This is an optimization exercise on Yosys and OpenROAD, whose aim is small area and a short achievable clock period, not a production implementation. The RTL was checked by simulation tests, not by an equivalence proof against the original design. No activity file was given, so power comes from the tool's default toggle rates.

==> job 6953 <==
==> flow/design.v <==
`timescale 1ns / 1ps
module test1 (clk, reset, num_input, cal_input, enter, ans);
    input clk;
    input reset;
    input num_input;
    input cal_input;
    input enter;
    output [7:0] ans;
    reg [7:0] ans;           
    reg rst_q, num_q, cal_q, ent_q;
    reg [3:0] cnt;           
    reg [7:0] tmp, index_cal;  
    reg is_cal;              
    reg busy, clr, ment;     
    reg [7:0] ns0, ns1, cs0;  
    reg nh, nu, nd, ch, cu;   
    wire ready  = (cnt == 4'd15);
    wire accept = rst_q & ready & ~(num_q & cal_q & ent_q);
    wire k_num  = accept & ~num_q;
    wire k_cal  = accept & num_q & ~cal_q;
    wire k_ent  = accept & num_q & cal_q;
    wire tmp_nz = |tmp;
    wire num_nz = tmp_nz & ~is_cal;
    wire cal_nz = tmp_nz & is_cal;
    wire [7:0] tmp_cal = tmp;
    wire [7:0] tmp_inc = tmp + 8'd1;
    wire idx_nz = |index_cal;
    wire [7:0] a  = ns0;
    wire [7:0] b  = ns1;
    wire [7:0] op = cs0;
    wire is_add = (op == 8'd2);
    wire is_sub = (op == 8'd3);
    wire is_mul = (op == 8'd4);
    wire is_div = (op == 8'd5);
    reg st0, st1, st2;
    always @* begin
        st0 = 1'b0; st1 = 1'b0; st2 = 1'b0;
        case (cnt)
            4'd0, 4'd3, 4'd6, 4'd9, 4'd12: st0 = 1'b1;
            4'd1, 4'd4, 4'd7, 4'd10:       st1 = 1'b1;
            4'd2, 4'd5, 4'd8, 4'd11:       st2 = 1'b1;
            default: ;
        endcase
    end
    wire lim    = ment ? (cnt < 4'd12) : (cnt < 4'd9);
    wire run    = busy & ~clr;
    wire cond   = idx_nz & lim & (ment | (op >= tmp_cal));
    wire red0   = run & st0 & cond;    
    wire redm   = run & st1;
    wire redl   = run & st2;           
    wire finish = run & st0 & ~cond;
    wire inv = is_sub | is_div;
    wire [7:0] ai = inv ? ~a : a;
    wire ah1 = ~|a[7:1];
    wire ah2 = ~|a[7:2];
    wire r7 = is_mul ? (b[7] & a[0]) : (b[7] & ~(is_div & ah1 & a[0]));
    wire q7 = ah1 & (~a[0] | b[7]);
    wire [1:0] t6 = {r7, b[6]};
    wire q6 = ah2 & (t6 >= a[1:0]);
    wire [1:0] r6 = is_mul ? {r7 ^ (b[6] & a[1]), b[6] & a[0]} :
                    (is_div & q6) ? (t6 - a[1:0]) : t6;
    wire [7:0] rin = st0 ? {6'd0, r6} : ans;
    wire [1:0] xb = st0 ? b[5:4] : b[7:6];
    reg  [7:0] r [0:2];
    reg  [1:0] q;
    reg  [8:0] s;
    reg  [8:0] t;
    reg        en;
    reg        c, o, p;
    integer j, k;
    always @* begin
        r[0] = rin;
        for (j = 0; j < 2; j = j + 1) begin
            t  = {r[j], xb[1-j] & ~is_mul};
            en = is_div | (is_mul & xb[1-j]) | ((is_add | is_sub) & st2 & (j == 1));
            if (j == 0) begin
                c = en & inv;
                for (k = 0; k < 8; k = k + 1) begin
                    o = en & ai[k];
                    p = t[k] ^ o;
                    s[k] = p ^ c;
                    c = (t[k] & o) | (p & c);
                end
                s[8] = c;
            end else
                s  = {1'b0, t[7:0]} + {1'b0, en ? ai : 8'd0} + {8'd0, en & inv};
            q[1-j] = t[8] | s[8];
            r[j+1] = (is_div & ~q[1-j]) ? t[7:0] : s[7:0];
        end
    end
    wire [7:0] quo = {b[5:0], q};
    wire [7:0] res = is_div ? quo : r[2];
    wire p_pop = ~rst_q | clr | redm;
    wire p_pn  = (k_cal | k_ent) & num_nz;
    wire p_pc  = (k_ent & ~num_nz & cal_nz) | (finish & ~ment & cal_nz);
    reg ph;
    reg [7:0] nsp [2:15];
    reg [7:0] csp [1:15];
    wire [7:0] phv = {8{ph}};
    wire [7:0] n1e = ns1 ^ phv;         
    wire [7:0] c0e = cs0 ^ phv;         
    wire [7:0] n2v = nsp[2] ^ phv;      
    wire [7:0] c1v = csp[1] ^ phv;      
    wire other = ~(is_add | is_sub | is_mul | is_div);
    integer i;
    always @(posedge clk) begin
        rst_q <= reset;
        num_q <= num_input;
        cal_q <= cal_input;
        ent_q <= enter;
        nd <= p_pop;
        nu <= p_pn & ~p_pop;
        nh <= ~(p_pn | p_pop);
        cu <= p_pc & ~p_pop;
        ch <= ~(p_pc | p_pop);
        ph <= rst_q & ~ph;
        nsp[2] <= ~(({8{nh}} & nsp[2]) | ({8{nu}} & n1e) | ({8{nd}} & nsp[3]));
        for (i = 3; i < 15; i = i + 1)
            nsp[i] <= ~(({8{nh}} & nsp[i]) | ({8{nu}} & nsp[i-1]) | ({8{nd}} & nsp[i+1]));
        nsp[15] <= ~(({8{nh}} & nsp[15]) | ({8{nu}} & nsp[14]) | ({8{nd}} & phv));
        csp[1] <= ~(({8{ch}} & csp[1]) | ({8{cu}} & c0e) | ({8{nd}} & csp[2]));
        for (i = 2; i < 15; i = i + 1)
            csp[i] <= ~(({8{ch}} & csp[i]) | ({8{cu}} & csp[i-1]) | ({8{nd}} & csp[i+1]));
        csp[15] <= ~(({8{ch}} & csp[15]) | ({8{cu}} & csp[14]) | ({8{nd}} & phv));
        if (nu) begin
            ns1 <= ns0;
            ns0 <= tmp;
        end else if (nd) begin
            ns1 <= n2v;
            if (~redl) ns0 <= 8'd0;
            else if (~other) ns0 <= res;
        end else if (red0) begin
            ns1 <= {b[3:0], q7, q6, q};
        end else if (redm) begin
            ns1 <= {b[5:0], q};
        end
        if (cu) cs0 <= tmp;
        else if (nd) cs0 <= c1v;
        if (~rst_q) begin
            cnt <= 4'd0;
            tmp <= 8'd0;
            is_cal <= 1'b0;
            index_cal <= 8'd0;
            ans <= 8'd0;
            busy <= 1'b1;
            clr <= 1'b1;
            ment <= 1'b0;
        end else begin
            if (accept) cnt <= 4'd0;
            else if (!ready) cnt <= cnt + 4'd1;
            if (nu) tmp <= {7'd0, ~ment};
            if (cu) begin
                tmp <= {7'd0, ~ment};
                if (~ment) is_cal <= 1'b0;
                index_cal <= index_cal + 8'd1;
            end
            if (clr) begin
                if (cnt == 4'd14) begin
                    clr <= 1'b0;
                    busy <= 1'b0;
                end
            end else if (k_num) begin
                ment <= 1'b0;
                if (cal_nz) begin
                    busy <= 1'b1;
                end else begin
                    tmp <= tmp_inc;
                    ans <= tmp_inc;
                    is_cal <= 1'b0;
                end
            end else if (k_cal) begin
                ment <= 1'b0;
                if (~num_nz) tmp <= tmp_inc;
                ans <= num_nz ? 8'd1 : tmp_inc;
                is_cal <= 1'b1;
            end else if (k_ent) begin
                ment <= 1'b1;
                if (~tmp_nz) busy <= 1'b1;
            end else if (finish) begin
                busy <= 1'b0;
                ans <= ment ? a : 8'd1;
            end else if (red0 | redm) begin
                ans <= r[2];
            end else if (redl) begin
                index_cal <= index_cal - 8'd1;
            end
        end
    end
endmodule
==> flow/flow/run.sh <==
#!/bin/bash
# Standard layout (the standard.sh), with buf_2 as the port buffer cell.
set -euo pipefail
bash standard.sh "BUFFER_PORTS_ARGS=-buffer_cell sky130_fd_sc_hd__buf_2" finish > standard_flow.log 2>&1
==> flow/standard.sh <==
#!/bin/bash
# synth_recipe.tcl (not shown) runs the flow's synth.tcl, then flattens the netlist and writes it again
# the make line also repeats each setting of config.mk as NAME=value (left out here)
make -C /OpenROAD-flow-scripts/flow DESIGN_CONFIG=/design/flow/config.mk WORK_HOME=/design/flow/orfs CLKGATE_MAP_FILE= SYNTH_SCRIPT=/design/flow/synth_recipe.tcl "${@:-finish}"
==> flow/config.mk <==
export PLATFORM = sky130hd
export DESIGN_NAME = test1
export DESIGN_NICKNAME = test1
export VERILOG_FILES = /design/flow/design.v
export SDC_FILE = /design/flow/constraint.sdc
export NUM_CORES = 4
export LEC_CHECK = 0
export CAP_MARGIN = 20
export CORE_MARGIN = 2
export CORE_UTILIZATION = 25
export CTS_BUF_LIST = sky130_fd_sc_hd__clkbuf_16
export CTS_CLUSTER_DIAMETER = 80
export CTS_CLUSTER_SIZE = 24
export SLEW_MARGIN = 20
==> flow/constraint.sdc <==
create_clock -name core_clock -period 45.0 [get_ports {clk}]
set_input_delay 9.0000 -clock core_clock [delete_from_list [all_inputs] [get_ports {clk}]]
set_output_delay 9.0000 -clock core_clock [all_outputs]
set_load 0.01 [all_outputs]
==> job 8855 (differences from job 6953) <==
--- a/flow/design.v
+++ b/flow/design.v
@@ -33,14 +33,7 @@
     wire is_mul = (op == 8'd4);
     wire is_div = (op == 8'd5);
-    reg st0, st1, st2;
-    always @* begin
-        st0 = 1'b0; st1 = 1'b0; st2 = 1'b0;
-        case (cnt)
-            4'd0, 4'd3, 4'd6, 4'd9, 4'd12: st0 = 1'b1;
-            4'd1, 4'd4, 4'd7, 4'd10:       st1 = 1'b1;
-            4'd2, 4'd5, 4'd8, 4'd11:       st2 = 1'b1;
-            default: ;
-        endcase
-    end
+    wire st0 = (cnt == 4'd0) | (cnt == 4'd3) | (cnt == 4'd6) | (cnt == 4'd9) | (cnt == 4'd12);
+    wire st1 = (cnt == 4'd1) | (cnt == 4'd4) | (cnt == 4'd7) | (cnt == 4'd10);
+    wire st2 = (cnt == 4'd2) | (cnt == 4'd5) | (cnt == 4'd8) | (cnt == 4'd11);
     wire lim    = ment ? (cnt < 4'd12) : (cnt < 4'd9);
     wire run    = busy & ~clr;
==> flow/flow/run.sh (replaced) <==
#!/bin/bash
# The standard layout, with two changes: the output registers are sized
# up after synthesis, and the port buffers are buf_4.
set -euo pipefail
bash standard.sh synth > standard_synth.log 2>&1
openroad -no_init -exit flow/upsize.tcl > upsize.log 2>&1
bash standard.sh "BUFFER_PORTS_ARGS=-buffer_cell sky130_fd_sc_hd__buf_4" finish > standard_flow.log 2>&1
==> flow/flow/upsize.tcl (new file) <==
# Give the registers that drive the output ports a stronger drive: same cell
# type (dfxtp), larger size. Everything else is the standard layout.
read_db orfs/results/sky130hd/test1/base/1_synth.odb
set m [[ord::get_db] findMaster sky130_fd_sc_hd__dfxtp_4]
set n 0
foreach inst [[ord::get_db_block] getInsts] {
  if {[string range [$inst getName] 0 3] eq "ans\\" && [[$inst getMaster] getName] eq "sky130_fd_sc_hd__dfxtp_1"} {
    $inst swapMaster $m
    incr n
  }
}
puts "upsized $n"
write_db orfs/results/sky130hd/test1/base/1_synth.odb
- CORE_UTILIZATION: 25 -> 55
- CTS_CLUSTER_DIAMETER: 80 -> 100
- CTS_CLUSTER_SIZE: 24 -> 30
==> summary of the runs <==
- In job 8855 the global-route usage is higher than in job 6953, by 12 points.
- Against job 8855, the clock skew of job 6953 is higher by 0.024 ns.
- In job 8855 the clock power is lower than in job 6953, by about 8%.
- Job 6953 finished clean. Job 8855 produced a clean layout.
- Fmax: job 8855 is larger than job 6953 (0.99%).

port drivers added, routing unchanged:
The results above use ideal ports. As a check the final layouts listed here were re-extracted and re-timed, cells and wires unchanged.
Step 1 (the two cells are an assumption about what drives the block):
set clk [get_ports {clk}]
set_driving_cell -lib_cell sky130_fd_sc_hd__clkbuf_16 $clk
set_driving_cell -lib_cell sky130_fd_sc_hd__buf_2 [delete_from_list [all_inputs] $clk]
Step 2 moves the port delays by t, midway between the first and last clock arrival at a register: inputs arrive t later, outputs are due t later. That takes back most of the time a late clock gives input paths.
Three values: no drivers, after step 1, after step 2; two values: the first two.
run | shift t [ns] | setup WS [ns] | worst hold slack (ns) | latest minus earliest clock arrival (ns) | pins driven straight from the clock port
job 6953 | 0.554 | 34.877 / 34.819 / 35.374 | 0.447 / 0.447 / 0.447 | 0.049 / 0.049 | 1
job 8855 | 0.546 | 34.976 / 34.928 / 35.396 | 0.449 / 0.449 / 0.449 | 0.024 / 0.024 | 1
After both steps every run listed still meets setup and hold.
